Source: an optimization exercise on an open RTL-to-GDS flow (aim: small area). Production flows keep margins and buffers that such runs may drop. At most, simulation tests tie the RTL to the original design; equivalence was not proved. Power is estimated from default activity; no workload was simulated.

## job 101
// rgb565_to_ycbcr422
module rgb565_to_ycbcr422
(
    input   wire                    sys_clk         ,
    input   wire                    sys_rst_n       ,
    input   wire    [15:0]          rgb_data        ,
    output  reg     signed  [7:0]   img_out         ,
    output  wire    [1:0]           state           ,
    output  wire                    start_en
);
reg     [1:0]   k       ;
reg             run     ;    
reg     [15:0]  x_q     ;
reg     [7:0]   a_q     ;
wire            sel_y   = ~k[1];
wire            sel_c1  = k[1] & ~k[0];
wire            sel_c2  = k[1] & k[0];
wire    [7:0]   f_top   ;
wire t_0;
wire t_1;
wire t_2;
wire t_3;
wire t_4;
wire t_5;
wire t_6;
wire t_7;
wire t_8;
wire t_9;
wire t_10;
wire t_11;
wire t_12;
wire t_13;
wire t_14;
wire t_15;
wire t_16;
wire t_17;
wire t_18;
wire t_19;
wire t_20;
wire t_21;
wire t_22;
wire t_23;
wire t_24;
wire t_25;
wire t_26;
wire t_27;
wire t_28;
wire t_29;
wire t_30;
wire t_31;
wire t_32;
wire t_33;
wire t_34;
wire t_35;
wire t_36;
wire t_37;
wire t_38;
wire t_39;
wire t_40;
wire t_41;
wire t_42;
wire t_43;
wire t_44;
wire t_45;
wire t_46;
wire t_47;
wire t_48;
wire t_49;
wire t_50;
wire t_51;
wire t_52;
wire t_53;
wire t_54;
wire t_55;
wire t_56;
wire t_57;
wire t_58;
wire t_59;
wire t_60;
wire t_61;
wire t_62;
wire t_63;
wire t_64;
wire t_65;
wire t_66;
wire t_67;
wire t_68;
wire t_69;
wire t_70;
wire t_71;
wire t_72;
wire t_73;
wire t_74;
wire t_75;
wire t_76;
wire t_77;
wire t_78;
wire t_79;
wire t_80;
wire t_81;
wire t_82;
wire t_83;
wire t_84;
wire t_85;
wire t_86;
wire t_87;
wire t_88;
wire t_89;
wire t_90;
wire t_91;
wire t_92;
wire t_93;
wire t_94;
wire t_95;
wire t_96;
wire t_97;
wire t_98;
wire t_99;
wire t_100;
wire t_101;
wire t_102;
wire t_103;
wire t_104;
wire t_105;
wire t_106;
wire t_107;
wire t_108;
wire t_109;
wire t_110;
wire t_111;
wire t_112;
wire t_113;
  ...
clock: 5.0 ns
lec_check: 0
cap_margin: 20
core_margin: 2
core_utilization: 40
slew_margin: 20
synth_hierarchical: 1
standard.sh (not shown) runs the stock make flow with config.mk's settings and CLKGATE_MAP_FILE= SYNTH_SCRIPT=/design/flow/synth_recipe.tcl, a recipe that flattens the netlist after the stock synthesis.
==> flow/flow/run.sh <==
#!/bin/bash
# Standard layout, but the port buffers are the smallest buffer cell.
set -euo pipefail
export BUFFER_PORTS_ARGS="-buffer_cell sky130_fd_sc_hd__buf_1"
bash standard.sh > standard_flow.log 2>&1
## Diff of input files: job 103 against job 101
==> flow/run.sh (new file) <==
#!/bin/bash
# synth_recipe.tcl (not shown) runs the flow's synth.tcl, then flattens the netlist and writes it again
# the make line also repeats each setting of config.mk as NAME=value (left out here)
make -C /OpenROAD-flow-scripts/flow DESIGN_CONFIG=/design/flow/config.mk WORK_HOME=/design/flow/orfs CLKGATE_MAP_FILE= SYNTH_SCRIPT=/design/flow/synth_recipe.tcl finish
removed: flow/flow/run.sh
removed: flow/standard.sh
==> comparison <==
Going from job 101 to job 103, total of plain and repair buffers excluding clock buffers moved down; maximum clock frequency moved up. Final critical path time including I/O delays and setup ends up lower on job 103. Routed length per instance in job 103 is 0.45% above job 101. On final worst slack, the lower figure sits with job 101, not job 103. Compared with job 101, in job 103 global-route wire length before repair went up by 2.0%, clock tree cell share of total cell area went down by 0.22 points, arithmetic-cell share of the synthesized area counting full adders, half adders and majority gates was more or less identical, combinational power went up by about 2%.

========
rgb565_to_ycbcr422, a different RTL version from the one above (not shown whole).
Size in the first run: about 270 cells after synthesis, roughly 35 flip-flops, about 3400 µm² of cells after synthesis.
clock: 5.0 ns
lec_check: 0
cap_margin: 20
core_margin: 2
core_utilization: 65
gpl_timing_driven: 0
slew_margin: 20
synth_hierarchical: 1
==> flow/flow/run.sh <==
#!/bin/bash
# Standard layout, but the port buffers are the smallest buffer cell.
set -euo pipefail
export BUFFER_PORTS_ARGS="-buffer_cell sky130_fd_sc_hd__buf_1"
bash standard.sh > standard_flow.log 2>&1
==> next run, changes <==
- CORE_UTILIZATION: 65 -> 40
What happened: Sequential power is about the same; combinational power came out higher by a few percent; flip-flop and latch count is unchanged; worst setup slack gets better by 0.026 ns; hold slack stays flat; total power came out higher by a few percent; via count came out lower by a few percent; final area came out higher slightly.
No run of this note included a check of the RTL's function; only the layout flow was run.

## port drivers added, routing unchanged
The flow's constraints put no driver on any port. The routed layouts listed below were extracted and timed again, unchanged, in two steps. Step 1 (the two cells are an assumption about what drives the block):
set clk [get_ports {sys_clk}]
set_driving_cell -lib_cell sky130_fd_sc_hd__clkbuf_16 $clk
set_driving_cell -lib_cell sky130_fd_sc_hd__buf_2 [delete_from_list [all_inputs] $clk]
Step 2 moves the port delays by t, midway between the first and last clock arrival at a register: inputs arrive t later, outputs are due t later. That takes back most of the time a late clock gives input paths. Three values: ideal, step 1, step 2; two values: the first two.
run | t, ns | slack for setup (ns) | hold WS [ns] | cell pins on the clock port's net
job 101 | 0.307 | 0.168 / 0.168 / 0.168 | 0.464 / 0.464 / 0.464 | 1
job 103 | 0.315 | 0.201 / 0.201 / 0.201 | 0.463 / 0.463 / 0.463 | 1
the first run of note 2 | 0.317 | 0.154 / 0.154 / 0.154 | 0.440 / 0.440 / 0.440 | 1
the second run of note 2 | 0.318 | 0.180 / 0.180 / 0.180 | 0.440 / 0.440 / 0.440 | 1
After both steps every run listed still meets setup and hold.
